Source: an optimization exercise on an open RTL-to-GDS flow (aim: small area). Production flows keep margins and buffers that such runs may drop.
Function was checked by simulation only, so behaviour that the tests miss may differ from the original.
Power figures rest on the tool's default switching activity, not on a simulated workload.

## flow/design.v (module list and top-level ports; edited modules follow where they fit)
// module goStickMan: 865 lines
module goStickMan(clk, resetn, go, up, down, plot, x, y, colour, HEX2, HEX1, HEX0);
  // ...
==> flow/flow/run.sh <==
#!/bin/bash
# Own layout flow: the standard ORFS flow (standard.sh) with synthesis and buffering choices:
#  - flow/own.mk is added to the ORFS config: it keeps the half/full adder cells out
#    (DONT_USE_CELLS), so Yosys's adder extraction leaves that logic to ABC; it buffers the
#    ports, and the wires Yosys would leave as assignments, with the smallest buffer cell;
#    and it builds the clock tree from clkbuf_8 cells without dummy loads;
#  - ABC maps with flow/abc_area.script from several random seeds, run in parallel, and the
#    smallest result is kept (flow/own_synth.tcl).
# Registers, floorplan, power grid, placement, clock tree and routing come from the standard
# flow's steps.
set -euo pipefail
here=$(pwd)
cat config.mk flow/own.mk > own_config.mk
sed "s#source \$::env(SCRIPTS_DIR)/synth.tcl#source $here/flow/own_synth.tcl#" synth_recipe.tcl > own_synth_top.tcl
sed -e "s#DESIGN_CONFIG=[^ ]*#DESIGN_CONFIG=$here/own_config.mk#" \
    -e "s#SYNTH_SCRIPT=[^ ]*#SYNTH_SCRIPT=$here/own_synth_top.tcl#" standard.sh > own_standard.sh
export OWN_ABC_SCRIPT=$here/flow/abc_area.script
export OWN_ABC_DIR=$here/abc_runs
export OWN_ABC_SEEDS="1 2 3 4 5 6 7 8 9 10 11 12 13 14 15 16 17 18 19 20 21 22 23 24 25 26 27 28 29 30 31 32 33 34 35 36 37 38 39 40 41 42 43 44 45 46 47 48"
bash own_standard.sh > flow_make.log 2>&1
==> flow/flow/abc_area.script <==
strash
&get -n
&fraig -x
&put
scorr
dc2
strash
&get -n
&deepsyn -J 100 -T 1800 -S @SEED@
&put
strash
&get -n
&dch -f
&nf -a -R 1000 -C 32 -F 8 -A 8 -p
&put
strash
&get -n
&dch -f
&nf -a -R 1000 -C 32 -F 8 -A 8 -p
&put
topo
stime -c
==> flow/flow/own.mk <==
export DONT_USE_CELLS += sky130_fd_sc_hd__ha_1 sky130_fd_sc_hd__fa_1
export BUFFER_PORTS_ARGS = -buffer_cell sky130_fd_sc_hd__buf_1
override export MIN_BUF_CELL_AND_PORTS = sky130_fd_sc_hd__buf_1 A X
export CTS_ARGS = -sink_clustering_enable -repair_clock_nets -buf_list sky130_fd_sc_hd__clkbuf_8 -dont_use_dummy_load
==> flow/flow/own_synth.tcl <==
# ORFS's synth.tcl, read and run unchanged except its ABC call: own_abc runs ABC
# on the same input from several random seeds at once (flow/abc_area.script with
# @SEED@ replaced), and keeps the smallest mapped result.
proc own_abc {abc_args} {
  set dir $::env(OWN_ABC_DIR)
  file mkdir $dir
  set rest [lrange $abc_args 2 end]
  # ABC's read_lib / read_constr lines, as Yosys's abc pass writes them
  set readlib "read_lib"
  set lib ""
  set constr ""
  for {set i 0} {$i < [llength $rest]} {incr i} {
    set a [lindex $rest $i]
    if {$a eq "-dont_use"} { incr i; append readlib " -X \"[lindex $rest $i]\"" }
    if {$a eq "-liberty"} { incr i; set lib [lindex $rest $i] }
    if {$a eq "-constr"} { incr i; set constr [lindex $rest $i] }
  }
  append readlib " -w \"$lib\""
  # 1. write ABC's input network
  design -save own_pre
  set f [open $dir/capture.script w]
  puts $f "write_blif $dir/in.blif"
  puts $f "strash"
  puts $f "map"
  close $f
  abc -script $dir/capture.script {*}$rest
  design -load own_pre
  # 2. the seeds, in parallel
  set tf [open $::env(OWN_ABC_SCRIPT)]
  set template [read $tf]
  close $tf
  if {[info exists ::env(YOSYS_EXE)]} {
    set abcbin [file join [file dirname [file normalize $::env(YOSYS_EXE)]] yosys-abc]
  } else {
    set abcbin [auto_execok yosys-abc]
  }
  set sh [open $dir/run_all.sh w]
  foreach s $::env(OWN_ABC_SEEDS) {
    set f [open $dir/seed_$s.script w]
    puts $f [string map [list @SEED@ $s] $template]
    close $f
    set f [open $dir/run_$s.abc w]
    puts $f "read_blif $dir/in.blif"
    puts $f $readlib
    if {$constr ne ""} { puts $f "read_constr -v \"$constr\"" }
    puts $f "source $dir/seed_$s.script"
    puts $f "write_blif $dir/out_$s.blif"
    puts $f "print_stats"
    close $f
    puts $sh "$abcbin -f $dir/run_$s.abc > $dir/log_$s.txt 2>&1"
  }
  close $sh
  set jobs 8
  if {[info exists ::env(NUM_CORES)]} { set jobs $::env(NUM_CORES) }
  set sh [open $dir/run_par.sh w]
  puts $sh "xargs -P $jobs -I CMD bash -c CMD < $dir/run_all.sh"
  close $sh
  exec bash $dir/run_par.sh
  # 3. the smallest
  set best ""
  set best_area 1e30
  foreach s $::env(OWN_ABC_SEEDS) {
    if {![file exists $dir/out_$s.blif]} continue
    set f [open $dir/log_$s.txt]
    set txt [read $f]
    close $f
    if {[regexp {area =\s*([0-9.]+)} [lindex [regexp -all -inline {area =\s*[0-9.]+} $txt] end] -> area]} {
      puts "own_abc: seed $s area $area"
      if {$area < $best_area} { set best_area $area; set best $s }
    }
  }
  if {$best eq ""} { error "own_abc: no ABC run finished" }
  puts "own_abc: keeping seed $best (area $best_area)"
  # 4. take it in through Yosys's abc pass
  set f [open $dir/take.script w]
  puts $f "read_blif $dir/out_$best.blif"
  close $f
  abc -script $dir/take.script {*}$rest
}
set own_f [open $::env(SCRIPTS_DIR)/synth.tcl]
set own_txt [read $own_f]
close $own_f
set own_old {log_cmd abc {*}$abc_args}
if { [string first $own_old $own_txt] < 0 } { error "own_synth.tcl: ABC call not found in synth.tcl" }
set own_txt [string map [list $own_old {own_abc $abc_args}] $own_txt]
eval $own_txt
==> flow/standard.sh <==
#!/bin/bash
# synth_recipe.tcl (not shown) runs the flow's synth.tcl, then flattens the netlist and writes it again
# the make line also repeats each setting of config.mk as NAME=value (left out here)
make -C /OpenROAD-flow-scripts/flow DESIGN_CONFIG=/design/flow/config.mk WORK_HOME=/design/flow/orfs CLKGATE_MAP_FILE= SYNTH_SCRIPT=/design/flow/synth_recipe.tcl "${@:-finish}"
==> flow/config.mk <==
export PLATFORM = sky130hd
export DESIGN_NAME = goStickMan
export DESIGN_NICKNAME = goStickMan
export VERILOG_FILES = /design/flow/design.v
export SDC_FILE = /design/flow/constraint.sdc
export NUM_CORES = 8
export LEC_CHECK = 0
export ABC_AREA = 1
export CAP_MARGIN = 20
export CORE_MARGIN = 2
export CORE_UTILIZATION = 30
export CTS_BUF_LIST = sky130_fd_sc_hd__clkbuf_8
export GPL_TIMING_DRIVEN = 0
export SLEW_MARGIN = 20
==> flow/constraint.sdc <==
create_clock -name core_clock -period 20.0 [get_ports {clk}]
set_input_delay 4.0000 -clock core_clock [delete_from_list [all_inputs] [get_ports {clk}]]
set_output_delay 4.0000 -clock core_clock [all_outputs]
set_load 0.01 [all_outputs]
==> flow_summary.yaml, run 1 <==
critical_path:
  r2r-end: "xr[7]$_SDFF_PP0_"
  crit_family: "simple AND/OR/NAND/NOR gates"
  path_max_fanout: 17
yosys:
  ys_warn_count: 1
  synthCells: 905
  synth_top_family_by_area: "simple AND/OR/NAND/NOR gates"
  synthXorXnorAreaFrac_pct: 4.70
  synth.most_common_cell: "nor2_1"
  ys_ff_latch: 52
  synth-adder-area-share_pct: 0
  syn_area_mm2: 0.00578
cells_and_area:
  clkCellAreaFrac_pct: 1.08
  reg.largest.list: "score (12), xr (8), yr (7)"
  largest_reg_flops: 12
  n_antenna_cell: 0
  seq_share_pct: 16.7
global_route:
  grt_pass1_wl_um: 38300
  gr-usage-met1_pct: 31.4
floorplan:
  die_w_um: 143
pwr:
  power-top-group: "combinational cells"
  switching_share_pct: 60.6
clock_tree:
  clock_path_buffers: 2
  cts_resized: 0
timing:
  tns_ns: 0
  hold-worst-slack_ns: 0.462
  rsz0062_at_grt: "false"
outcome:
  outcome: "no timing/DRC/antenna violations"
min_path:
  hold_depth: 1
route:
  wl_per_cell_um: 20.0
==> run 2: changes to the inputs <==
==> flow/design.v (replaced) <==
module goStickMan(clk, resetn, go, up, down, plot, x, y, colour, HEX2, HEX1, HEX0);
  input clk;
  input resetn;
  input go, up, down;
  output reg plot;
  output [7:0] x;
  output [6:0] y;
  output [2:0] colour;
  output [6:0] HEX2, HEX1, HEX0;
  localparam P_W = 3'd0, P_E = 3'd1, P_R1 = 3'd2, P_R2 = 3'd3, P_J = 3'd6, P_S = 3'd7;
  localparam PH_PRE = 2'd0, PH_DRAW = 2'd1, PH_PCLR = 2'd3, PH_CLR = 2'd2;
  localparam S_SC = 4'd0, S_SPR = 4'd4, S_SPRE = 4'd5, S_B3 = 4'd11, S_B0 = 4'd8,
             S_PREF = 4'd7, S_PREW = 4'd6;
  reg [2:0] pose;
  reg [1:0] ph;
  reg [3:0] seg;      
  reg [1:0] pass;     
  reg [11:0] score;
  reg [4:0] b;        
  reg [3:0] fl;       
  reg [3:0] lfsr;
  reg [7:0] xr;
  reg [6:0] yr;       
  assign colour = {3{ph[0]}};
  wire game = pose[1];
  wire isW = (pose[1:0] == 2'b00);
  wire isE = (pose[1:0] == 2'b01);
  wire hold = pose[2] & !pose[1];
  wire low = (seg[3:2] == 2'b00);           
  assign x = hold ? (isW ? 8'd48 : 8'd62) : xr;
  assign y = hold ? (isW ? 7'd56 : 7'd48) : yr - 7'd14 - (low ? 7'd48 : 7'd0) - ((seg == S_SPRE) ? 7'd4 : 7'd0);
  wire pclr = (ph == PH_PCLR);
  wire active = !pclr || game;
  wire blkseg = seg[3];
  wire [1:0] bj = seg[1:0];                 
  function [3:0] nib; input [1:0] s; input [11:0] sc;
    nib = (s == 2'd1) ? sc[3:0] : (s == 2'd2) ? sc[7:4] : sc[11:8];
  endfunction
  function [4:0] dbx5; input [1:0] s;       
    dbx5 = (s == 2'd1) ? 5'd24 : (s == 2'd2) ? 5'd18 : 5'd12;
  endfunction
  function [7:0] dbx; input [1:0] s;        
    dbx = (s == 2'd1) ? 8'd152 : (s == 2'd2) ? 8'd146 : 8'd140;
  endfunction
  wire [3:0] nseg = (seg == S_PREF) ? S_SC : (seg == S_PREW) ? S_SPR :
                    (seg == 4'd3) ? (isE ? S_SPRE : S_SPR) :
                    (seg == S_SPR) ? S_B3 : seg[3] ? seg - 4'd1 : seg + 4'd1;
  wire [3:0] dcur = nib(seg[1:0], score);
  wire [3:0] dnext = nib(nseg[1:0], score);
  wire [1:0] sk = {nseg[2], nseg[0]};
  wire [7:0] dbase = dbx(seg[1:0]);
  wire [2:0] col = xr[2:0] - dbase[2:0];
  wire rh_n0 = ~xr[1];
  wire rh_n1 = ~xr[0] & rh_n0;
  wire rh_n2 = ~xr[3] & rh_n1;
  wire rh_n3 = ~xr[6] & rh_n2;
  wire rh_n4 = xr[4] & rh_n3;
  wire rh_n5 = ~xr[2] & rh_n4;
  wire rh_n6 = xr[5] & rh_n5;
  wire rh_n7 = ~xr[0];
  wire rh_n8 = ~xr[4] & rh_n7;
  wire rh_n9 = ~xr[2] & rh_n8;
  wire rh_n10 = ~xr[4];
  wire rh_n11 = ~xr[2] & rh_n10;
  wire rh_n12 = pose[2] ? rh_n11 : rh_n9;
  wire rh_n13 = pose[1] ? rh_n12 : rh_n6;
  wire rh_n14 = xr[4] & rh_n7;
  wire rh_n15 = xr[2] & rh_n14;
  wire rh_n16 = xr[5] & rh_n15;
  wire rh_n17 = xr[2] & rh_n1;
  wire rh_n18 = pose[2] ? rh_n11 : rh_n17;
  wire rh_n19 = pose[1] ? rh_n18 : rh_n16;
  wire rh_n20 = pose[0] ? rh_n19 : rh_n13;
  wire rh_n21 = xr[3] & rh_n1;
  wire rh_n22 = xr[4] & rh_n21;
  wire rh_n23 = xr[1];
  wire rh_n24 = ~xr[0] & rh_n23;
  wire rh_n25 = ~xr[3] & rh_n24;
  wire rh_n26 = xr[4] & rh_n25;
  wire rh_n27 = xr[2] ? rh_n26 : rh_n22;
  wire rh_n28 = xr[0];
  wire rh_n29 = xr[3] | rh_n28;
  wire rh_n30 = xr[6];
  wire rh_n31 = xr[4] ? rh_n30 : rh_n29;
  wire rh_n32 = ~xr[2] & rh_n31;
  wire rh_n33 = xr[5] ? rh_n32 : rh_n27;
  wire rh_n34 = xr[0] | rh_n0;
  wire rh_n35 = ~pose[2] | rh_n34;
  wire rh_n36 = pose[1] ? rh_n35 : rh_n33;
  wire rh_n37 = ~xr[3] | rh_n7;
  wire rh_n38 = xr[3];
  wire rh_n39 = xr[4] ? rh_n38 : rh_n37;
  wire rh_n40 = ~xr[3] | rh_n28;
  wire rh_n41 = xr[4] ? rh_n40 : rh_n37;
  wire rh_n42 = xr[2] ? rh_n41 : rh_n39;
  wire rh_n43 = xr[2] | rh_n7;
  wire rh_n44 = xr[5] ? rh_n43 : rh_n42;
  wire rh_n45 = xr[0] ? rh_n0 : rh_n23;
  wire rh_n46 = xr[2] ? rh_n45 : rh_n7;
  wire rh_n47 = ~pose[2] | rh_n46;
  wire rh_n48 = pose[1] ? rh_n47 : rh_n44;
  wire rh_n49 = pose[0] ? rh_n48 : rh_n36;
  wire rh_n50 = xr[0] | rh_n23;
  wire rh_n51 = ~xr[3] | rh_n50;
  wire rh_n52 = ~xr[4] | rh_n51;
  wire rh_n53 = ~xr[0] | rh_n0;
  wire rh_n54 = xr[3] | rh_n53;
  wire rh_n55 = ~xr[4] | rh_n54;
  wire rh_n56 = xr[2] ? rh_n55 : rh_n52;
  wire rh_n57 = xr[3] | rh_n7;
  wire rh_n58 = ~xr[6];
  wire rh_n59 = xr[4] ? rh_n58 : rh_n57;
  wire rh_n60 = ~xr[3] | rh_n53;
  wire rh_n61 = xr[4] | rh_n60;
  wire rh_n62 = xr[2] ? rh_n61 : rh_n59;
  wire rh_n63 = xr[5] ? rh_n62 : rh_n56;
  wire rh_n64 = xr[0] ? rh_n23 : rh_n0;
  wire rh_n65 = xr[4] & rh_n64;
  wire rh_n66 = xr[2] ? rh_n7 : rh_n65;
  wire rh_n67 = xr[0] & rh_n23;
  wire rh_n68 = xr[2] ? rh_n0 : rh_n67;
  wire rh_n69 = pose[2] ? rh_n68 : rh_n66;
  wire rh_n70 = pose[1] ? rh_n69 : rh_n63;
  wire rh_n71 = ~xr[3] | rh_n64;
  wire rh_n72 = xr[4] ? rh_n38 : rh_n71;
  wire rh_n73 = ~xr[3] | rh_n34;
  wire rh_n74 = xr[4] ? rh_n40 : rh_n73;
  wire rh_n75 = xr[2] ? rh_n74 : rh_n72;
  wire rh_n76 = xr[2] | rh_n64;
  wire rh_n77 = xr[5] ? rh_n76 : rh_n75;
  wire rh_n78 = ~xr[2] & rh_n7;
  wire rh_n79 = xr[2] ? rh_n7 : rh_n45;
  wire rh_n80 = pose[2] ? rh_n79 : rh_n78;
  wire rh_n81 = pose[1] ? rh_n80 : rh_n77;
  wire rh_n82 = pose[0] ? rh_n81 : rh_n70;
  wire rh_n83 = ~xr[3] | rh_n0;
  wire rh_n84 = ~xr[4] | rh_n83;
  wire rh_n85 = xr[3] ? rh_n28 : rh_n34;
  wire rh_n86 = ~xr[4] | rh_n85;
  wire rh_n87 = xr[2] ? rh_n86 : rh_n84;
  wire rh_n88 = ~xr[3];
  wire rh_n89 = xr[4] | rh_n88;
  wire rh_n90 = xr[2] | rh_n89;
  wire rh_n91 = xr[5] ? rh_n90 : rh_n87;
  wire rh_n92 = ~xr[4] | rh_n45;
  wire rh_n93 = xr[2] ? rh_n23 : rh_n92;
  wire rh_n94 = ~xr[0] | rh_n23;
  wire rh_n95 = xr[2] ? rh_n94 : rh_n45;
  wire rh_n96 = pose[2] ? rh_n95 : rh_n93;
  wire rh_n97 = pose[1] ? rh_n96 : rh_n91;
  wire rh_n98 = ~xr[3] & rh_n28;
  wire rh_n99 = xr[4] & rh_n98;
  wire rh_n100 = xr[3] & rh_n7;
  wire rh_n101 = xr[4] & rh_n100;
  wire rh_n102 = xr[2] ? rh_n101 : rh_n99;
  wire rh_n103 = ~xr[2] & rh_n1;
  wire rh_n104 = xr[5] ? rh_n103 : rh_n102;
  wire rh_n105 = xr[2] ? rh_n53 : rh_n28;
  wire rh_n106 = xr[2] ? rh_n67 : rh_n64;
  wire rh_n107 = pose[2] ? rh_n106 : rh_n105;
  wire rh_n108 = pose[1] ? rh_n107 : rh_n104;
  wire rh_n109 = pose[0] ? rh_n108 : rh_n97;
  wire rh_n110 = xr[4] | rh_n40;
  wire rh_n111 = xr[3] ? rh_n50 : rh_n7;
  wire rh_n112 = xr[4] | rh_n111;
  wire rh_n113 = xr[2] ? rh_n112 : rh_n110;
  wire rh_n114 = xr[3] | rh_n50;
  wire rh_n115 = xr[4] | rh_n114;
  wire rh_n116 = xr[3] ? rh_n34 : rh_n50;
  wire rh_n117 = xr[4] | rh_n116;
  wire rh_n118 = xr[2] ? rh_n117 : rh_n115;
  wire rh_n119 = xr[5] ? rh_n118 : rh_n113;
  wire rh_n120 = ~xr[4] | rh_n23;
  wire rh_n121 = xr[2] ? rh_n0 : rh_n120;
  wire rh_n122 = ~xr[2] | rh_n50;
  wire rh_n123 = pose[2] ? rh_n122 : rh_n121;
  wire rh_n124 = pose[1] ? rh_n123 : rh_n119;
  wire rh_n125 = xr[2] | rh_n50;
  wire rh_n126 = ~xr[5] | rh_n125;
  wire rh_n127 = xr[2] ? rh_n94 : rh_n50;
  wire rh_n128 = pose[2] | rh_n127;
  wire rh_n129 = pose[1] ? rh_n128 : rh_n126;
  wire rh_n130 = pose[0] ? rh_n129 : rh_n124;
  wire rh_n131 = ~pose[2];
  wire rh_n132 = pose[1] & rh_n131;
  wire rh_n133 = ~xr[4] | rh_n57;
  wire rh_n134 = ~xr[4] | rh_n40;
  wire rh_n135 = xr[2] ? rh_n134 : rh_n133;
  wire rh_n136 = xr[5] | rh_n135;
  wire rh_n137 = ~xr[2] | rh_n94;
  wire rh_n138 = pose[2] | rh_n137;
  wire rh_n139 = pose[1] ? rh_n138 : rh_n136;
  wire rh_n140 = pose[0] ? rh_n139 : rh_n132;
  wire rh_n141 = xr[4] ? rh_n114 : rh_n85;
  wire rh_n142 = ~xr[2] | rh_n141;
  wire rh_n143 = xr[3] ? rh_n50 : rh_n34;
  wire rh_n144 = xr[3] | rh_n34;
  wire rh_n145 = xr[4] ? rh_n144 : rh_n143;
  wire rh_n146 = ~xr[2] | rh_n145;
  wire rh_n147 = xr[5] ? rh_n146 : rh_n142;
  wire rh_n148 = pose[1] | rh_n147;
  wire rh_n149 = xr[4] ? rh_n29 : rh_n51;
  wire rh_n150 = xr[2] ? rh_n134 : rh_n149;
  wire rh_n151 = xr[5] | rh_n150;
  wire rh_n152 = pose[1] | rh_n151;
  wire rh_n153 = pose[0] ? rh_n152 : rh_n148;
  wire rh_n154 = ~xr[4] & rh_n2;
  wire rh_n155 = xr[3] ? rh_n7 : rh_n24;
  wire rh_n156 = xr[3] ? rh_n7 : rh_n1;
  wire rh_n157 = xr[4] ? rh_n156 : rh_n155;
  wire rh_n158 = xr[2] ? rh_n157 : rh_n154;
  wire rh_n159 = xr[3] ? rh_n1 : rh_n24;
  wire rh_n160 = xr[3] | rh_n24;
  wire rh_n161 = xr[4] ? rh_n160 : rh_n159;
  wire rh_n162 = xr[2] & rh_n161;
  wire rh_n163 = xr[5] ? rh_n162 : rh_n158;
  wire rh_n164 = ~pose[1] & rh_n163;
  wire rh_n165 = ~pose[0] & rh_n164;
  wire rh_n166 = ~xr[3] & rh_n7;
  wire rh_n167 = xr[4] ? rh_n166 : rh_n21;
  wire rh_n168 = xr[2] ? rh_n101 : rh_n167;
  wire rh_n169 = ~xr[5] & rh_n168;
  wire rh_n170 = ~pose[1] & rh_n169;
  wire rh_n171 = pose[0] & rh_n170;
  wire rh_n172 = xr[4] & rh_n0;
  wire rh_n173 = xr[2] ? rh_n50 : rh_n172;
  wire rh_n174 = pose[1] & rh_n173;
  wire rh_n175 = xr[2] ? rh_n50 : rh_n34;
  wire rh_n176 = ~pose[2] & rh_n175;
  wire rh_n177 = pose[1] & rh_n176;
  wire rh_n178 = pose[0] ? rh_n177 : rh_n174;
  wire rh_n179 = xr[4] & rh_n24;
  wire rh_n180 = xr[2] ? rh_n1 : rh_n179;
  wire rh_n181 = pose[1] & rh_n180;
  wire rh_n182 = xr[3] & rh_n67;
  wire rh_n183 = ~xr[4] & rh_n182;
  wire rh_n184 = ~xr[2] & rh_n183;
  wire rh_n185 = ~xr[5] & rh_n184;
  wire rh_n186 = xr[2] ? rh_n1 : rh_n24;
  wire rh_n187 = ~pose[2] & rh_n186;
  wire rh_n188 = pose[1] ? rh_n187 : rh_n185;
  wire rh_n189 = pose[0] ? rh_n188 : rh_n181;
  wire rh_n190 = ~xr[3] | rh_n24;
  wire rh_n191 = xr[3] ? rh_n34 : rh_n28;
  wire rh_n192 = xr[4] ? rh_n191 : rh_n190;
  wire rh_n193 = ~xr[3] | rh_n1;
  wire rh_n194 = xr[3] | rh_n1;
  wire rh_n195 = xr[4] ? rh_n194 : rh_n193;
  wire rh_n196 = xr[2] ? rh_n195 : rh_n192;
  wire rh_n197 = xr[5] | rh_n196;
  wire rh_n198 = pose[1] ? rh_n187 : rh_n197;
  wire rh_n199 = pose[0] ? rh_n198 : rh_n181;
  wire rh_n200 = xr[0] & rh_n0;
  wire rh_n201 = xr[3] & rh_n200;
  wire rh_n202 = xr[3] ? rh_n24 : rh_n7;
  wire rh_n203 = xr[4] ? rh_n202 : rh_n201;
  wire rh_n204 = xr[3] & rh_n28;
  wire rh_n205 = xr[3] ? rh_n7 : rh_n28;
  wire rh_n206 = xr[4] ? rh_n205 : rh_n204;
  wire rh_n207 = xr[2] ? rh_n206 : rh_n203;
  wire rh_n208 = xr[5] ? rh_n15 : rh_n207;
  wire rh_n209 = pose[1] ? rh_n187 : rh_n208;
  wire rh_n210 = pose[0] ? rh_n209 : rh_n181;
  wire rh_n211 = xr[4] ? rh_n202 : rh_n21;
  wire rh_n212 = xr[3] & rh_n24;
  wire rh_n213 = xr[4] ? rh_n205 : rh_n212;
  wire rh_n214 = xr[2] ? rh_n213 : rh_n211;
  wire rh_n215 = xr[5] ? rh_n15 : rh_n214;
  wire rh_n216 = pose[1] ? rh_n187 : rh_n215;
  wire rh_n217 = pose[0] ? rh_n216 : rh_n181;
  wire rh_n218 = pose[2] ? rh_n173 : rh_n180;
  wire rh_n219 = pose[1] & rh_n218;
  wire rh_n220 = ~xr[2] & rh_n24;
  wire rh_n221 = ~pose[2] & rh_n220;
  wire rh_n222 = pose[1] ? rh_n221 : rh_n215;
  wire rh_n223 = pose[0] ? rh_n222 : rh_n219;
  wire rh_n224 = ~xr[4] | rh_n193;
  wire rh_n225 = ~xr[4] | rh_n2;
  wire rh_n226 = xr[2] ? rh_n225 : rh_n224;
  wire rh_n227 = xr[4] | rh_n21;
  wire rh_n228 = xr[5] ? rh_n227 : rh_n226;
  wire rh_n229 = xr[2] & rh_n67;
  wire rh_n230 = pose[2] ? rh_n229 : rh_n173;
  wire rh_n231 = pose[1] ? rh_n230 : rh_n228;
  wire rh_n232 = xr[2] | rh_n34;
  wire rh_n233 = ~pose[2] & rh_n232;
  wire rh_n234 = pose[1] ? rh_n233 : rh_n215;
  wire rh_n235 = pose[0] ? rh_n234 : rh_n231;
  wire rh_n236 = ~xr[4] & rh_n194;
  wire rh_n237 = xr[3] | rh_n64;
  wire rh_n238 = xr[4] ? rh_n237 : rh_n100;
  wire rh_n239 = xr[2] ? rh_n238 : rh_n236;
  wire rh_n240 = xr[3] ? rh_n28 : rh_n7;
  wire rh_n241 = xr[3] ? rh_n24 : rh_n1;
  wire rh_n242 = xr[6] | rh_n241;
  wire rh_n243 = xr[4] ? rh_n242 : rh_n240;
  wire rh_n244 = xr[3] ? rh_n7 : rh_n34;
  wire rh_n245 = xr[4] ? rh_n160 : rh_n244;
  wire rh_n246 = xr[2] ? rh_n245 : rh_n243;
  wire rh_n247 = xr[5] ? rh_n246 : rh_n239;
  wire rh_n248 = pose[1] ? rh_n229 : rh_n247;
  wire rh_n249 = xr[4] ? rh_n202 : rh_n114;
  wire rh_n250 = ~xr[4] | rh_n29;
  wire rh_n251 = xr[2] ? rh_n250 : rh_n249;
  wire rh_n252 = ~xr[4] | rh_n7;
  wire rh_n253 = ~xr[2] | rh_n252;
  wire rh_n254 = xr[5] ? rh_n253 : rh_n251;
  wire rh_n255 = ~pose[2] & rh_n229;
  wire rh_n256 = pose[1] ? rh_n255 : rh_n254;
  wire rh_n257 = pose[0] ? rh_n256 : rh_n248;
  wire rh_n258 = xr[4] ? rh_n57 : rh_n100;
  wire rh_n259 = xr[2] ? rh_n258 : rh_n236;
  wire rh_n260 = xr[4] ? rh_n242 : rh_n202;
  wire rh_n261 = xr[4] ? rh_n160 : rh_n7;
  wire rh_n262 = xr[2] ? rh_n261 : rh_n260;
  wire rh_n263 = xr[5] ? rh_n262 : rh_n259;
  wire rh_n264 = pose[2] | rh_n229;
  wire rh_n265 = pose[1] ? rh_n264 : rh_n263;
  wire rh_n266 = xr[4] ? rh_n205 : rh_n190;
  wire rh_n267 = xr[2] ? rh_n266 : rh_n211;
  wire rh_n268 = xr[5] ? rh_n15 : rh_n267;
  wire rh_n269 = pose[1] ? rh_n255 : rh_n268;
  wire rh_n270 = pose[0] ? rh_n269 : rh_n265;
  wire rh_n271 = xr[3] | rh_n0;
  wire rh_n272 = xr[4] ? rh_n271 : rh_n100;
  wire rh_n273 = xr[2] ? rh_n272 : rh_n236;
  wire rh_n274 = xr[5] ? rh_n262 : rh_n273;
  wire rh_n275 = pose[1] ? rh_n255 : rh_n274;
  wire rh_n276 = pose[0] ? rh_n269 : rh_n275;
  wire rh_n277 = xr[4] ? rh_n194 : rh_n37;
  wire rh_n278 = xr[2] ? rh_n277 : rh_n10;
  wire rh_n279 = xr[3] ? rh_n24 : rh_n94;
  wire rh_n280 = xr[6] | rh_n279;
  wire rh_n281 = xr[4] ? rh_n280 : rh_n202;
  wire rh_n282 = xr[4] ? rh_n57 : rh_n7;
  wire rh_n283 = xr[2] ? rh_n282 : rh_n281;
  wire rh_n284 = xr[5] ? rh_n283 : rh_n278;
  wire rh_n285 = xr[2] ? rh_n23 : rh_n172;
  wire rh_n286 = pose[2] ? rh_n175 : rh_n285;
  wire rh_n287 = pose[1] ? rh_n286 : rh_n284;
  wire rh_n288 = xr[2] ? rh_n94 : rh_n1;
  wire rh_n289 = ~pose[2] & rh_n288;
  wire rh_n290 = pose[1] ? rh_n289 : rh_n268;
  wire rh_n291 = pose[0] ? rh_n290 : rh_n287;
  wire rh_n292 = ~xr[4] & rh_n38;
  wire rh_n293 = xr[2] ? rh_n277 : rh_n292;
  wire rh_n294 = xr[4] ? rh_n242 : rh_n57;
  wire rh_n295 = xr[4] ? rh_n57 : rh_n37;
  wire rh_n296 = xr[2] ? rh_n295 : rh_n294;
  wire rh_n297 = xr[5] ? rh_n296 : rh_n293;
  wire rh_n298 = xr[4] & rh_n200;
  wire rh_n299 = xr[2] ? rh_n28 : rh_n298;
  wire rh_n300 = ~pose[2] & rh_n299;
  wire rh_n301 = pose[1] ? rh_n300 : rh_n297;
  wire rh_n302 = ~pose[2] & rh_n28;
  wire rh_n303 = pose[1] ? rh_n302 : rh_n268;
  wire rh_n304 = pose[0] ? rh_n303 : rh_n301;
  wire rh_n305 = xr[2] ? rh_n295 : rh_n292;
  wire rh_n306 = xr[4] ? rh_n166 : rh_n37;
  wire rh_n307 = xr[2] ? rh_n306 : rh_n294;
  wire rh_n308 = xr[5] ? rh_n307 : rh_n305;
  wire rh_n309 = xr[2] ? rh_n64 : rh_n179;
  wire rh_n310 = ~pose[2] & rh_n309;
  wire rh_n311 = pose[1] ? rh_n310 : rh_n308;
  wire rh_n312 = ~xr[4] & rh_n193;
  wire rh_n313 = xr[4] ? rh_n160 : rh_n190;
  wire rh_n314 = xr[2] ? rh_n313 : rh_n312;
  wire rh_n315 = xr[5] | rh_n314;
  wire rh_n316 = pose[1] ? rh_n302 : rh_n315;
  wire rh_n317 = pose[0] ? rh_n316 : rh_n311;
  wire rh_n318 = xr[4] | rh_n37;
  wire rh_n319 = xr[2] ? rh_n318 : rh_n292;
  wire rh_n320 = xr[4] ? rh_n242 : rh_n38;
  wire rh_n321 = xr[2] ? rh_n133 : rh_n320;
  wire rh_n322 = xr[5] ? rh_n321 : rh_n319;
  wire rh_n323 = xr[4] ? rh_n67 : rh_n28;
  wire rh_n324 = xr[2] ? rh_n67 : rh_n323;
  wire rh_n325 = pose[1] ? rh_n324 : rh_n322;
  wire rh_n326 = pose[1] & rh_n302;
  wire rh_n327 = pose[0] ? rh_n326 : rh_n325;
  wire rh_n328 = ~xr[4] & rh_n28;
  wire rh_n329 = xr[2] ? rh_n67 : rh_n328;
  wire rh_n330 = pose[0] ? rh_n326 : rh_n329;
  wire rh_n331 = xr[2] & rh_n34;
  wire rh_n332 = pose[0] ? rh_n326 : rh_n331;
  wire rh_n333 = xr[2] & rh_n23;
  wire rh_n334 = xr[2] & rh_n94;
  wire rh_n335 = pose[2] ? rh_n173 : rh_n334;
  wire rh_n336 = pose[1] & rh_n335;
  wire rh_n337 = pose[0] ? rh_n336 : rh_n333;
  wire rh_n338 = xr[4] & rh_n1;
  wire rh_n339 = xr[2] ? rh_n67 : rh_n338;
  wire rh_n340 = xr[4] | rh_n193;
  wire rh_n341 = xr[4] | rh_n190;
  wire rh_n342 = xr[2] ? rh_n341 : rh_n340;
  wire rh_n343 = xr[4];
  wire rh_n344 = xr[2] ? rh_n343 : rh_n53;
  wire rh_n345 = xr[5] ? rh_n344 : rh_n342;
  wire rh_n346 = pose[2] ? rh_n180 : rh_n229;
  wire rh_n347 = pose[1] ? rh_n346 : rh_n345;
  wire rh_n348 = pose[0] ? rh_n347 : rh_n339;
  wire rh_n349 = xr[4] ? rh_n88 : rh_n21;
  wire rh_n350 = xr[4] ? rh_n100 : rh_n190;
  wire rh_n351 = xr[2] ? rh_n350 : rh_n349;
  wire rh_n352 = xr[2] ? rh_n14 : rh_n67;
  wire rh_n353 = xr[5] ? rh_n352 : rh_n351;
  wire rh_n354 = pose[1] ? rh_n346 : rh_n353;
  wire rh_n355 = pose[0] ? rh_n354 : rh_n229;
  wire rh_n356 = xr[2] & rh_n252;
  wire rh_n357 = xr[5] ? rh_n356 : rh_n351;
  wire rh_n358 = pose[2] & rh_n180;
  wire rh_n359 = pose[1] ? rh_n358 : rh_n357;
  wire rh_n360 = pose[0] & rh_n359;
  wire rh_n361 = xr[2] ? rh_n24 : rh_n338;
  wire rh_n362 = pose[2] ? rh_n180 : rh_n7;
  wire rh_n363 = pose[1] ? rh_n362 : rh_n357;
  wire rh_n364 = pose[0] ? rh_n363 : rh_n361;
  wire rh_n365 = pose[2] ? rh_n173 : rh_n7;
  wire rh_n366 = pose[1] ? rh_n365 : rh_n353;
  wire rh_n367 = pose[0] & rh_n366;
  wire rh_n368 = xr[2] ? rh_n341 : rh_n227;
  wire rh_n369 = xr[2] ? rh_n14 : rh_n53;
  wire rh_n370 = xr[5] ? rh_n369 : rh_n368;
  wire rh_n371 = xr[2] ? rh_n7 : rh_n28;
  wire rh_n372 = pose[2] ? rh_n229 : rh_n371;
  wire rh_n373 = pose[1] ? rh_n372 : rh_n370;
  wire rh_n374 = pose[0] ? rh_n373 : rh_n299;
  wire rh_n375 = ~xr[2] & rh_n14;
  wire rh_n376 = xr[4] ? rh_n38 : rh_n190;
  wire rh_n377 = xr[2] ? rh_n376 : rh_n349;
  wire rh_n378 = xr[5] ? rh_n15 : rh_n377;
  wire rh_n379 = xr[2] ? rh_n23 : rh_n343;
  wire rh_n380 = pose[2] ? rh_n379 : rh_n371;
  wire rh_n381 = pose[1] ? rh_n380 : rh_n378;
  wire rh_n382 = pose[0] ? rh_n381 : rh_n375;
  wire rh_n383 = xr[4] & rh_n67;
  wire rh_n384 = xr[2] | rh_n383;
  wire rh_n385 = xr[4] & rh_n88;
  wire rh_n386 = xr[4] ? rh_n38 : rh_n88;
  wire rh_n387 = xr[2] ? rh_n386 : rh_n385;
  wire rh_n388 = xr[5] ? rh_n15 : rh_n387;
  wire rh_n389 = xr[2] & rh_n28;
  wire rh_n390 = pose[2] ? rh_n389 : rh_n371;
  wire rh_n391 = pose[1] ? rh_n390 : rh_n388;
  wire rh_n392 = pose[0] ? rh_n391 : rh_n384;
  wire rh_n393 = ~xr[2] & rh_n28;
  wire rh_n394 = pose[2] ? rh_n229 : rh_n393;
  wire rh_n395 = pose[1] ? rh_n394 : rh_n388;
  wire rh_n396 = pose[0] & rh_n395;
  wire rh_n397 = xr[4] ? rh_n7 : rh_n28;
  wire rh_n398 = ~xr[4] | rh_n38;
  wire rh_n399 = xr[2] ? rh_n398 : rh_n385;
  wire rh_n400 = xr[5] ? rh_n15 : rh_n399;
  wire rh_n401 = xr[2] | rh_n28;
  wire rh_n402 = xr[2] & rh_n7;
  wire rh_n403 = pose[2] ? rh_n402 : rh_n401;
  wire rh_n404 = pose[1] ? rh_n403 : rh_n400;
  wire rh_n405 = pose[0] ? rh_n404 : rh_n397;
  wire rh_n406 = xr[2];
  wire rh_n407 = ~pose[2] & rh_n406;
  wire rh_n408 = pose[0] & rh_n407;
  wire rh_n409 = ~pose[0] | rh_n131;
  wire [38:0] rh = {1'b0, rh_n409, rh_n408, rh_n405, rh_n396, rh_n392, rh_n382, rh_n374, rh_n367, rh_n364, rh_n360, rh_n355, rh_n348, rh_n337, rh_n332, rh_n330, rh_n327, rh_n317, rh_n304, rh_n291, rh_n276, rh_n270, rh_n257, rh_n235, rh_n223, rh_n217, rh_n210, rh_n199, rh_n189, rh_n178, rh_n171, rh_n165, rh_n153, rh_n140, rh_n130, rh_n109, rh_n82, rh_n49, rh_n20};
  wire rs_n0 = ~xr[2];
  wire rs_n1 = xr[1] & rs_n0;
  wire rs_n2 = ~xr[4] & rs_n1;
  wire rs_n3 = xr[2];
  wire rs_n4 = ~xr[0] | rs_n3;
  wire rs_n5 = xr[1] | rs_n4;
  wire rs_n6 = ~xr[3] | rs_n5;
  wire rs_n7 = ~xr[4] | rs_n6;
  wire rs_n8 = ~xr[1];
  wire rs_n9 = xr[1];
  wire rs_n10 = xr[0] & rs_n3;
  wire rs_n11 = xr[1] | rs_n10;
  wire rs_n12 = xr[0] & rs_n0;
  wire rs_n13 = xr[1] | rs_n12;
  wire rs_n14 = xr[3] ? rs_n13 : rs_n11;
  wire rs_n15 = xr[4] ? rs_n14 : rs_n9;
  wire rs_n16 = xr[3] | rs_n11;
  wire rs_n17 = ~xr[4] | rs_n16;
  wire rs_n18 = xr[0];
  wire rs_n19 = xr[1] ? rs_n3 : rs_n18;
  wire rs_n20 = xr[3] ? rs_n9 : rs_n11;
  wire rs_n21 = xr[4] ? rs_n20 : rs_n19;
  wire [31:0] rs = {1'b0, 1'b0, 1'b0, 1'b0, 1'b0, 1'b0, 1'b0, 1'b0, 1'b0, 1'b0, 1'b0, 1'b0, 1'b0, 1'b0, rs_n21, rs_n17, rs_n15, 1'b1, 1'b0, 1'b0, 1'b0, 1'b0, 1'b0, 1'b0, rs_n9, rs_n8, 1'b0, 1'b1, 1'b0, 1'b0, rs_n7, rs_n2};
  wire rd_n0 = ~col[2];
  wire rd_n1 = pass[0];
  wire rd_n2 = dcur[0] & rd_n1;
  wire rd_n3 = ~dcur[3] & rd_n2;
  wire rd_n4 = ~dcur[1] & rd_n3;
  wire rd_n5 = ~dcur[2] & rd_n4;
  wire rd_n6 = col[1] ? rd_n5 : rd_n0;
  wire rd_n7 = dcur[0];
  wire rd_n8 = ~dcur[3] & rd_n7;
  wire rd_n9 = ~pass[1];
  wire rd_n10 = ~pass[0] & rd_n9;
  wire rd_n11 = dcur[0] & rd_n10;
  wire rd_n12 = dcur[1] ? rd_n11 : rd_n8;
  wire rd_n13 = ~dcur[2] & rd_n12;
  wire rd_n14 = ~col[1] & rd_n13;
  wire rd_n15 = col[0] ? rd_n14 : rd_n6;
  wire rd_n16 = dcur[1] & rd_n7;
  wire rd_n17 = dcur[2] & rd_n16;
  wire rd_n18 = dcur[1] & rd_n11;
  wire rd_n19 = dcur[2] ? rd_n16 : rd_n18;
  wire rd_n20 = col[1] ? rd_n19 : rd_n17;
  wire rd_n21 = ~dcur[1] | rd_n7;
  wire rd_n22 = ~dcur[0];
  wire rd_n23 = dcur[1] & rd_n22;
  wire rd_n24 = dcur[2] ? rd_n23 : rd_n21;
  wire rd_n25 = ~col[1] & rd_n24;
  wire rd_n26 = col[0] ? rd_n25 : rd_n20;
  wire rd_n27 = ~dcur[1] | rd_n22;
  wire rd_n28 = ~dcur[2] | rd_n27;
  wire rd_n29 = pass[1];
  wire rd_n30 = pass[0] | rd_n29;
  wire rd_n31 = ~dcur[0] | rd_n30;
  wire rd_n32 = ~dcur[1] | rd_n31;
  wire rd_n33 = dcur[2] ? rd_n27 : rd_n32;
  wire rd_n34 = col[1] ? rd_n33 : rd_n28;
  wire rd_n35 = dcur[2] ? rd_n21 : rd_n23;
  wire rd_n36 = col[1] | rd_n35;
  wire rd_n37 = col[0] ? rd_n36 : rd_n34;
  wire rd_n38 = dcur[1] | rd_n7;
  wire rd_n39 = ~dcur[2] | rd_n38;
  wire rd_n40 = col[1] ? rd_n39 : rd_n28;
  wire rd_n41 = col[0] ? rd_n39 : rd_n40;
  wire rd_n42 = col[1] & rd_n19;
  wire rd_n43 = ~col[1] & rd_n17;
  wire rd_n44 = col[0] ? rd_n43 : rd_n42;
  wire rd_n45 = ~col[1] | rd_n33;
  wire rd_n46 = col[1] | rd_n28;
  wire rd_n47 = col[0] ? rd_n46 : rd_n45;
  wire rd_n48 = ~col[2] | rd_n7;
  wire rd_n49 = dcur[1] ? rd_n7 : rd_n48;
  wire rd_n50 = dcur[2] & rd_n49;
  wire rd_n51 = dcur[2] ? rd_n38 : rd_n32;
  wire rd_n52 = col[1] ? rd_n51 : rd_n50;
  wire rd_n53 = dcur[3] | rd_n22;
  wire rd_n54 = dcur[1] | rd_n53;
  wire rd_n55 = dcur[2] ? rd_n38 : rd_n54;
  wire rd_n56 = dcur[2] | rd_n54;
  wire rd_n57 = col[1] ? rd_n56 : rd_n55;
  wire rd_n58 = col[0] ? rd_n57 : rd_n52;
  wire rd_n59 = dcur[1] | rd_n0;
  wire rd_n60 = ~dcur[2] | rd_n59;
  wire rd_n61 = ~dcur[1] & rd_n8;
  wire rd_n62 = ~dcur[2] & rd_n61;
  wire rd_n63 = col[1] ? rd_n62 : rd_n60;
  wire rd_n64 = ~dcur[1] & rd_n22;
  wire rd_n65 = dcur[2] & rd_n64;
  wire rd_n66 = col[1] ? rd_n65 : rd_n62;
  wire rd_n67 = col[0] ? rd_n66 : rd_n63;
  wire rd_n68 = col[2];
  wire rd_n69 = ~dcur[1] | rd_n68;
  wire rd_n70 = dcur[1] ? rd_n48 : rd_n0;
  wire rd_n71 = dcur[2] ? rd_n70 : rd_n69;
  wire rd_n72 = col[1] ? rd_n62 : rd_n71;
  wire rd_n73 = col[1] & rd_n65;
  wire rd_n74 = col[0] ? rd_n73 : rd_n72;
  wire rd_n75 = dcur[2] ? rd_n0 : rd_n69;
  wire rd_n76 = col[1] ? rd_n62 : rd_n75;
  wire rd_n77 = col[0] ? rd_n73 : rd_n76;
  wire rd_n78 = ~dcur[3] | rd_n7;
  wire rd_n79 = col[2] & rd_n22;
  wire rd_n80 = dcur[1] ? rd_n79 : rd_n78;
  wire rd_n81 = dcur[2] ? rd_n0 : rd_n80;
  wire rd_n82 = dcur[3] ? rd_n22 : rd_n7;
  wire rd_n83 = dcur[1] ? rd_n7 : rd_n82;
  wire rd_n84 = dcur[1] ? rd_n22 : rd_n7;
  wire rd_n85 = dcur[2] ? rd_n84 : rd_n83;
  wire rd_n86 = col[1] ? rd_n85 : rd_n81;
  wire rd_n87 = dcur[3] & rd_n22;
  wire rd_n88 = ~dcur[1] & rd_n87;
  wire rd_n89 = dcur[2] ? rd_n38 : rd_n88;
  wire rd_n90 = dcur[1] ? rd_n7 : rd_n87;
  wire rd_n91 = dcur[2] | rd_n90;
  wire rd_n92 = col[1] ? rd_n91 : rd_n89;
  wire rd_n93 = col[0] ? rd_n92 : rd_n86;
  wire rd_n94 = ~dcur[3] | rd_n22;
  wire rd_n95 = col[2] | rd_n94;
  wire rd_n96 = col[2] & rd_n7;
  wire rd_n97 = dcur[1] ? rd_n96 : rd_n95;
  wire rd_n98 = dcur[1] | rd_n68;
  wire rd_n99 = dcur[2] ? rd_n98 : rd_n97;
  wire rd_n100 = ~dcur[1] & rd_n7;
  wire rd_n101 = dcur[2] ? rd_n16 : rd_n100;
  wire rd_n102 = col[1] ? rd_n101 : rd_n99;
  wire rd_n103 = dcur[3] & rd_n7;
  wire rd_n104 = ~dcur[1] & rd_n103;
  wire rd_n105 = ~dcur[2] & rd_n104;
  wire rd_n106 = dcur[1] ? rd_n22 : rd_n103;
  wire rd_n107 = dcur[2] ? rd_n64 : rd_n106;
  wire rd_n108 = col[1] ? rd_n107 : rd_n105;
  wire rd_n109 = col[0] ? rd_n108 : rd_n102;
  wire rd_n110 = dcur[1] ? rd_n22 : rd_n8;
  wire rd_n111 = dcur[2] ? rd_n16 : rd_n110;
  wire rd_n112 = col[1] ? rd_n111 : rd_n99;
  wire rd_n113 = col[0] ? rd_n73 : rd_n112;
  wire rd_n114 = dcur[2] ? rd_n16 : rd_n61;
  wire rd_n115 = col[1] ? rd_n114 : rd_n99;
  wire rd_n116 = ~dcur[2] & rd_n23;
  wire rd_n117 = col[1] ? rd_n65 : rd_n116;
  wire rd_n118 = col[0] ? rd_n117 : rd_n115;
  wire rd_n119 = ~dcur[2];
  wire rd_n120 = col[1] ? rd_n114 : rd_n119;
  wire rd_n121 = col[0] ? rd_n73 : rd_n120;
  wire [31:0] rd = {1'b0, rd_n121, rd_n118, rd_n113, rd_n109, rd_n93, rd_n77, rd_n74, rd_n67, rd_n58, 1'b0, 1'b0, 1'b0, 1'b0, 1'b0, 1'b0, 1'b0, 1'b0, 1'b0, 1'b0, 1'b0, 1'b0, 1'b0, 1'b0, 1'b0, 1'b1, rd_n47, rd_n44, rd_n41, rd_n37, rd_n26, rd_n15};
  wire st_n0 = ~sk[1];
  wire st_n1 = pose[1] | st_n0;
  wire st_n2 = ~pose[1] | st_n0;
  wire st_n3 = pose[2] | st_n2;
  wire st_n4 = pose[0] ? st_n3 : st_n1;
  wire st_n5 = sk[1];
  wire st_n6 = ~pose[1] & st_n5;
  wire st_n7 = pose[2] ? st_n5 : st_n6;
  wire st_n8 = pose[0] ? st_n6 : st_n7;
  wire st_n9 = pose[1] & st_n5;
  wire st_n10 = pose[2] & st_n9;
  wire st_n11 = pose[0] ? st_n10 : st_n7;
  wire st_n12 = ~pose[2] | st_n2;
  wire st_n13 = pose[0] ? st_n3 : st_n12;
  wire st_n14 = ~pose[2] & st_n9;
  wire st_n15 = pose[0] ? st_n5 : st_n14;
  wire st_n16 = pose[2] ? st_n1 : st_n0;
  wire st_n17 = pose[0] ? st_n16 : st_n1;
  wire st_n18 = pose[0] ? st_n2 : st_n0;
  wire st_n19 = ~pose[0] | st_n1;
  wire [14:0] st = {st_n0, st_n6, st_n6, st_n19, st_n0, st_n18, st_n9, st_n17, 1'b1, 1'b0, st_n15, st_n13, st_n11, st_n8, st_n4};
  wire ds_n0 = ~dnext[0];
  wire ds_n1 = ~dnext[1] | ds_n0;
  wire ds_n2 = dnext[2] | ds_n1;
  wire ds_n3 = dnext[0];
  wire ds_n4 = dnext[3] ? ds_n3 : ds_n2;
  wire ds_n5 = dnext[3] & ds_n0;
  wire ds_n6 = dnext[1] & ds_n3;
  wire ds_n7 = dnext[2] ? ds_n3 : ds_n6;
  wire ds_n8 = dnext[3] ? ds_n0 : ds_n7;
  wire ds_n9 = ~dnext[1];
  wire ds_n10 = dnext[1] ? ds_n0 : ds_n3;
  wire ds_n11 = dnext[2] ? ds_n10 : ds_n9;
  wire ds_n12 = dnext[3] ? ds_n3 : ds_n11;
  wire ds_n13 = dnext[1] | ds_n3;
  wire ds_n14 = dnext[2] ? ds_n13 : ds_n1;
  wire ds_n15 = dnext[3] | ds_n14;
  wire ds_n16 = ~dnext[1] & ds_n0;
  wire ds_n17 = dnext[2] ? ds_n10 : ds_n16;
  wire ds_n18 = dnext[3] ? ds_n3 : ds_n17;
  wire ds_n19 = dnext[1] ? ds_n3 : ds_n0;
  wire ds_n20 = dnext[2] ? ds_n19 : ds_n13;
  wire ds_n21 = dnext[3] ? ds_n0 : ds_n20;
  wire ds_n22 = dnext[1] & ds_n0;
  wire ds_n23 = ~dnext[2] & ds_n22;
  wire ds_n24 = ~dnext[3] & ds_n23;
  wire ds_n25 = dnext[2] ? ds_n6 : ds_n3;
  wire ds_n26 = ~dnext[3] & ds_n25;
  wire [11:0] ds = {ds_n5, ds_n26, ds_n24, 1'b1, 1'b0, ds_n21, ds_n18, ds_n15, ds_n12, ds_n8, ds_n5, ds_n4};
  wire df_n0 = ~dcur[0];
  wire df_n1 = dcur[3] | df_n0;
  wire df_n2 = dcur[0];
  wire df_n3 = dcur[1] ? df_n2 : df_n1;
  wire df_n4 = dcur[1] ? df_n0 : df_n2;
  wire df_n5 = dcur[2] ? df_n4 : df_n3;
  wire df_n6 = ~dcur[3] & df_n2;
  wire df_n7 = dcur[1] ? df_n0 : df_n6;
  wire df_n8 = ~dcur[1] & df_n0;
  wire df_n9 = dcur[2] ? df_n8 : df_n7;
  wire df_n10 = ~dcur[2] | df_n4;
  wire df_n11 = ~dcur[1] & df_n6;
  wire df_n12 = ~dcur[2] & df_n11;
  wire df_n13 = dcur[1] | df_n1;
  wire df_n14 = dcur[2] | df_n13;
  wire [9:0] df = {df_n14, df_n12, df_n12, 1'b1, 1'b0, 1'b1, 1'b0, df_n10, df_n9, df_n5};
  function [6:0] seg7;
    input [3:0] i;
    reg seg7_t_n0, seg7_t_n1, seg7_t_n2, seg7_t_n3, seg7_t_n4, seg7_t_n5, seg7_t_n6, seg7_t_n7, seg7_t_n8, seg7_t_n9, seg7_t_n10, seg7_t_n11, seg7_t_n12, seg7_t_n13, seg7_t_n14, seg7_t_n15, seg7_t_n16, seg7_t_n17;
    begin
      seg7_t_n0 = i[2];
      seg7_t_n1 = ~i[1] & seg7_t_n0;
      seg7_t_n2 = ~i[3];
      seg7_t_n3 = ~i[2] & seg7_t_n2;
      seg7_t_n4 = ~i[1] & seg7_t_n3;
      seg7_t_n5 = i[0] ? seg7_t_n4 : seg7_t_n1;
      seg7_t_n6 = i[1] & seg7_t_n0;
      seg7_t_n7 = i[0] ? seg7_t_n1 : seg7_t_n6;
      seg7_t_n8 = ~i[2];
      seg7_t_n9 = i[1] & seg7_t_n8;
      seg7_t_n10 = ~i[0] & seg7_t_n9;
      seg7_t_n11 = i[1] ? seg7_t_n0 : seg7_t_n8;
      seg7_t_n12 = i[0] ? seg7_t_n11 : seg7_t_n1;
      seg7_t_n13 = i[0] | seg7_t_n1;
      seg7_t_n14 = i[1] | seg7_t_n3;
      seg7_t_n15 = i[0] ? seg7_t_n14 : seg7_t_n9;
      seg7_t_n16 = i[1] ? seg7_t_n0 : seg7_t_n3;
      seg7_t_n17 = i[0] ? seg7_t_n16 : seg7_t_n4;
      seg7 = {seg7_t_n17, seg7_t_n15, seg7_t_n13, seg7_t_n12, seg7_t_n10, seg7_t_n7, seg7_t_n5};
    end
  endfunction
  wire fe_w = !xr[0] & !xr[1] & !xr[6] & yr[0] & !yr[3];
  wire fe_e = xr[5] & yr[0] & !yr[2] & !yr[3] & !yr[4];
  reg [38:0] t;
  always @(*) begin
    if (!low) t = rh;
    else if (seg[1:0] == 2'd0) t = {rh[38:32], rs};
    else t = {rh[38:32], rd};
  end
  wire [29:0] m = t[38:9];
  wire [2:0] dxn = t[8:6];
  wire [4:0] ytn = t[5:1];
  wire last = t[0];
  wire [29:0] thermo = ~(30'h3fffffff << yr[4:0]);
  wire [29:0] below = m & thermo;
  reg [29:0] above;
  reg [4:0] rn;
  integer k;
  always @(*) begin
    above[29] = 1'b0;
    for (k = 28; k >= 0; k = k - 1) above[k] = above[k+1] | below[k+1];
    rn = 5'd0;
    for (k = 0; k < 30; k = k + 1) if (below[k] & !above[k]) rn = rn | k;
  end
  wire any = above[0] | below[0];
  wire end_scan = !any & last;
  wire col_end = (xr[2:0] == {b[1:0], 1'b0});
  wire row_end = (yr[3:0] == (fl[bj] ? 4'd6 : 4'd15));
  wire wrap = low && (seg[1:0] != 2'd0) && (pass != 2'd2);
  wire seg_end = (seg == S_PREF) || (seg == S_PREW) || (blkseg ? (col_end & row_end) : (end_scan & !wrap));
  wire frame_end = (seg == S_SPR && isW && fe_w) ||
                   (seg == S_SPRE && fe_e) ||
                   (seg == S_B0 && row_end && xr[2:0] == {b[1:0], 1'b1});
  wire [2:0] dcol = seg_end ? ds[11:9] : (pass == 2'd0) ? 3'd1 : df[9:7];
  wire [4:0] dxs = dbx5(seg_end ? nseg[1:0] : seg[1:0]) + {2'b00, dcol};
  wire bstep = pclr || (blkseg && !seg_end);
  wire b3 = seg_end && (nseg == S_B3);
  reg [7:0] kx;
  always @(*) begin
    if (bstep) kx = col_end ? 8'd4 : -8'd1;
    else if (b3) kx = 8'd124;
    else if (seg_end) kx = -8'd36;
    else if (any) kx = 8'd0;
    else kx = -{5'd0, dxn};
  end
  wire [7:0] xs = (b3 ? {2'b00, b, 1'b0} : xr) + kx;
  reg [7:0] nx; reg [6:0] ny; reg [1:0] npass;
  always @(*) begin
    npass = pass; nx = xs;
    if (pclr && !game) begin  
      nx = 8'd48; ny = 7'd70;
    end else if (bstep) ny = col_end ? yr - 7'd1 : yr;    
    else if (seg_end) begin
      if (!nseg[3] && !nseg[2] && nseg[1:0] != 2'd0) begin  
        nx = {3'b100, dxs}; ny = ds[8:2]; npass = ds[1:0];
      end else if (!nseg[3]) begin nx = st[14:7]; ny = st[6:0]; end
      else ny = fl[nseg[1:0]] ? 7'd68 : 7'd93;
    end else if (end_scan) begin  
      npass = pass + 2'd1;
      nx = {3'b100, dxs}; ny = (pass == 2'd0) ? 7'd86 : df[6:0];
    end else ny = {2'b10, any ? rn : ytn};
  end
  wire collide = game & (ph == PH_CLR) & (b >= 5'd4) & (b <= 5'd9) & (fl[0] ? (pose != P_S) : (pose != P_J));
  reg [2:0] npose; reg [1:0] nph; reg [3:0] nsg;
  always @(*) begin
    npose = pose; nph = ph;
    nsg = (active && seg_end) ? nseg : seg;
    case (ph)
      PH_PRE: begin nph = PH_DRAW; nsg = isW ? S_PREW : S_PREF; end
      PH_DRAW: begin
        if (frame_end) begin
          if (!isW || go) begin nph = PH_PCLR; if (isW) npose = P_W; end
          else begin npose = P_W | 3'd4; nsg = S_PREW; end
        end
      end
      PH_PCLR: begin
        nsg = isW ? S_PREW : S_PREF;
        if (isW) begin if (!go) nph = PH_CLR; end
        else if (isE) begin if (go) nph = PH_CLR; end
        else if (col_end && yr == (fl[0] ? 7'd62 : 7'd87)) nph = PH_CLR;
      end
      default: begin  
        if (isE) begin
          if (frame_end) begin
            if (!go) begin npose = P_W; nph = PH_PRE; end
            else begin npose = P_E | 3'd4; nsg = S_PREF; end
          end
        end else if (frame_end) begin
          nph = PH_PRE;
          if (isW) npose = P_R1;
          else if (collide) npose = P_E;
          else if (up) npose = P_J;
          else if (down) npose = P_S;
          else if (pose == P_R1) npose = P_R2;
          else npose = P_R1;
        end
      end
    endcase
  end
  always @(posedge clk) begin
    if (!resetn) begin
      pose <= P_W; ph <= PH_PRE;
    end else begin
      pose <= npose; ph <= nph;
    end
    seg <= nsg;
    xr <= nx; yr <= ny; pass <= npass;
  end
  always @(posedge clk) begin
    if (!resetn) plot <= 1'b0;
    else plot <= (ph == PH_DRAW) | (ph == PH_CLR) | (ph == PH_PCLR && isW);
  end
  wire score_inc = game & (ph == PH_CLR) & frame_end & !collide & (b < 5'd3);
  always @(posedge clk) begin
    if (!resetn || (isW && ph == PH_DRAW)) score <= 12'd0;
    else if (score_inc) begin
      score[3:0] <= score[3:0] + 4'd1;
      if (score[3:0] == 4'd9) begin score[7:4] <= score[7:4] + 4'd1; score[3:0] <= 4'd0; end
      if (score[7:4] == 4'd9) begin score[7:4] <= 4'd0; score[11:8] <= score[11:8] + 4'd1; end
      if (score[11:8] == 4'd9) score[11:8] <= 4'd0;
    end
  end
  wire brst = !resetn || (isW && (ph == PH_PRE || ph == PH_DRAW));
  always @(posedge clk) begin
    if (brst) begin
      b <= 5'd25; fl <= 4'b1010; lfsr <= 4'd0;
    end else begin
      lfsr <= {lfsr[2:0], ~(lfsr[3] ^ lfsr[2])};
      if (game && ph == PH_PRE) begin
        if (b < 5'd3) begin b <= b + 5'd17; fl <= {lfsr[0], fl[3:1]}; end
        else b <= b - 5'd3;
      end
    end
  end
  assign HEX0 = seg7(score[3:0]);
  assign HEX1 = seg7(score[7:4]);
  assign HEX2 = seg7(score[11:8]);
endmodule
==> flow_summary.yaml, run 2 <==
route:
  via_per_inst: 6.29
  vias: 7692
  wl_um: 24500
  drt-initial-drc-count: 1124
  ant_nets: 0
  drt_drc_violations_left: 0
  wl_per_cell_um: 20.1
  firstDrtPassIters: 8
global_route:
  grt_busiest_layer: "met2"
  grt_usage_pct: 23.5
  antenna_found_initial: 0
  grt_pass1_wl_um: 38100
  grt-ovfl-total: 0
  gr-usage-met1_pct: 31.6
  grtUsageMet2_pct: 36.4
  grt_max_degree: 40
  grt_pass1_vias: 6951
  met3_usage_pct: 3.92
placement:
  gp_congestion: 1.07
  portBuffers: 44
  dpl_cell_area_mm2: 0.00628
  dpl.hpwl_um: 17900
  pre_cts_slack_ns: 10.63
clock_tree:
  root_buffer: "clkbuf_8"
  post_cts_buffers: 0
  hold_buffers: 0
  clkTransAtPathRegs_ns: 0.10
  numCtsBuffers: 5
  clkLatencyLatePin_ns: 0.32
  clock_path_buffers: 2
  cts.sinks: 52
  cts_tree: "done"
  cts_resized: 0
  h-tree-depth: 2
outcome:
  outcome: "no timing/DRC/antenna violations"
critical_path:
  cp-start-kind: "register"
  crit_path_max_incr_delay_ns: 0.90
  worst_ep_required_time_ns: 20.25
  critPathKind: "register to register"
  cp_slowest_cell: "dfxtp_2"
  worstPathArrival_ns: 9.69
  path_max_fanout: 39
  endpoint_kind: "register"
timing:
  timing.final.ws_setup_ns: 10.57
  hold_violations: 0
  setup_viol: 0
  fin_skew_ns: 0.0309
  min_period_over_period_pct: 47.2
  drv_slew: 0
  period_needed_ns: 9.43
  worst_slew_pin_slew_ns: 1.18
  hold-worst-slack_ns: 0.459
  rsz0062_at_grt: "false"
  tns_ns: 0
  max_slew_margin_pct: 21.4
  timing.fmax_ghz: 0.106
yosys:
  synth_top_area_share_pct: 17.3
  syn-num-nets: 917
  synth.most_common_cell: "nand2_1"
  synth_ff_type: "dfxtp_1"
  ys_seq_area_share_pct: 18.4
  syn_area_mm2: 0.00578
  synth_compound_area_share_pct: 35.5
  synth-edff-count: 2
  ys_warn_count: 1
  synth_top_family_by_area: "simple AND/OR/NAND/NOR gates"
  synth-simple-area-share_pct: 38.3
  netlist_top_cells_area: "dfxtp_1, o21ai_0, nand2_1, nor2_1, a21oi_1"
  syn_avg_cell_area_um2: 6.34
  synthCells: 912
  synthXorXnorAreaFrac_pct: 5.30
  synth-async-reset-ratio_pct: 0
  synthTopCellsByCount: "nand2_1, nor2_1, o21ai_0"
  synth.distinct_cells: 57
  yosys.area.top_type: "dfxtp_1"
  synth-adder-area-share_pct: 0
  ys_ff_latch: 52
  synth.area.mux_share_pct: 0.866
floorplan:
  die_w_um: 143
  rows: 50
  dieArea_mm2: 0.0204
  initial_core_util_pct: 30.7
  dieHeight_um: 143
  core_area_mm2: 0.0188
  io_pins: 45
cells_and_area:
  final_layout_size_suffix_gt1_share_pct: 1.35
  final_common_cell: "nand2_1"
  finalNetCount: 969
  final_cell_mix: "nand2_1, nor2_1, o21ai_0"
  largest_reg_flops: 12
  reg.largest.list: "score (12), xr (8), yr (7)"
  n_antenna_cell: 0
  fin_area_mm2: 0.00636
  area.growth.synth_to_final_pct: 9.93
  top_register: "score"
pwr:
  totalPowerFinal_mw: 1.00
  power_density_mw_per_mm2: 158
  leakagePower_nw: 2.12
  vdd_drop_max_uv: 74.9
run:
  maxCapViolCount: 0
min_path:
  hold_path_class: "register to register"
[run 2: changes by cell type after synthesis, moves of 6 or more]
cell      change
nor2_1       -25
nand2_1      +10
clkinv_1     +10
o21a_1        +6
o21ai_0      +14
nand4_1       +7
o32ai_1       -8
a22oi_1       +6
xor2_1        +8
nor2b_1       -6
nand3_1      +14
[run 2: final timing paths]
check                                   startpoint  slack, ns                  to  cells past startpoint
worst min register to register  lfsr[1]$_SDFF_PP0_       0.46  lfsr[2]$_SDFF_PP0_                      1
worst min-delay path            lfsr[1]$_SDFF_PP0_       0.46  lfsr[2]$_SDFF_PP0_                      1
worst max register to register    xr[0]$_SDFF_PP0_      10.57    xr[7]$_SDFF_PP0_                     29
worst max-delay path              xr[0]$_SDFF_PP0_      10.57    xr[7]$_SDFF_PP0_                     29
[run 2: layout make-up]
cell class                 instances  area (um^2)
buffer                             3         11.3
inverter                          23         86.3
sequential                        52         1070
multi-input combinational        834         4630
tap                              260          325
timing repair buffer              45          170
fill                            2119        12500
clock buffer                       5         68.8
[run 2: where the power goes]
group	switching (mW)	internal (mW)
clock network	0.0333	0.0227
logic	0.468	0.248
registers	0.106	0.127
[run 2: kinds of logic after synthesis]
kind of cell	Yosys count
multiplexers	5
buffers and inverters	26
AND/OR/NAND/NOR	466
flip-flops	52
XOR/XNOR	35
AO/OA/AOI/OAI	328
[run 2: metrics by stage]
stage	std cells	utilization [%]
floorplan	912	-
global placement	1216	33.3
detailed placement	1216	33.3
CTS	1221	33.7
global route	1222	33.8
finish	1222	33.8
[run 2: critical path: cells and delay by family, from the launching register on]
family / cells / cell delay (ns)
flip-flops: 1 / 0.90
XOR/XNOR: 1 / 0.16
AND/OR/NAND/NOR: 17 / 5.31
buffers and inverters: 2 / 0.72
multiplexers: 1 / 0.16
AO/OA/AOI/OAI: 8 / 2.10
[run 2: routing by layer]
metal / part of all wire (%) / vias to the layer above
met5: 0 / -
met3: 9.8 / 102
met1: 41 / 3533
li1: - / 3550
met2: 44 / 507
met4: 5.2 / 0

[re-timing with driven ports]
Ports are ideal in the flow. The routed layouts listed here were re-timed in OpenROAD.
Step 1 sets driving cells, clkbuf_16 on the clock port and buf_2 on the other inputs (assumed; they add their load-dependent delay and slew).
Step 2 moves the port delays by t, midway between the first and last clock arrival at a register: inputs arrive t later, outputs are due t later. That takes back most of the time a late clock gives input paths.
Three values: ideal ports, drivers, drivers and shift; two values: the first two.
run | t (ns) | setup WS [ns] | worst slew at a driven data input, ns
run 1 | 0.342 | 8.535 / 8.535 / 8.535 | 0.03
run 2 | 0.338 | 10.565 / 10.565 / 10.565 | 0.03
After both steps every run listed still meets setup and hold.
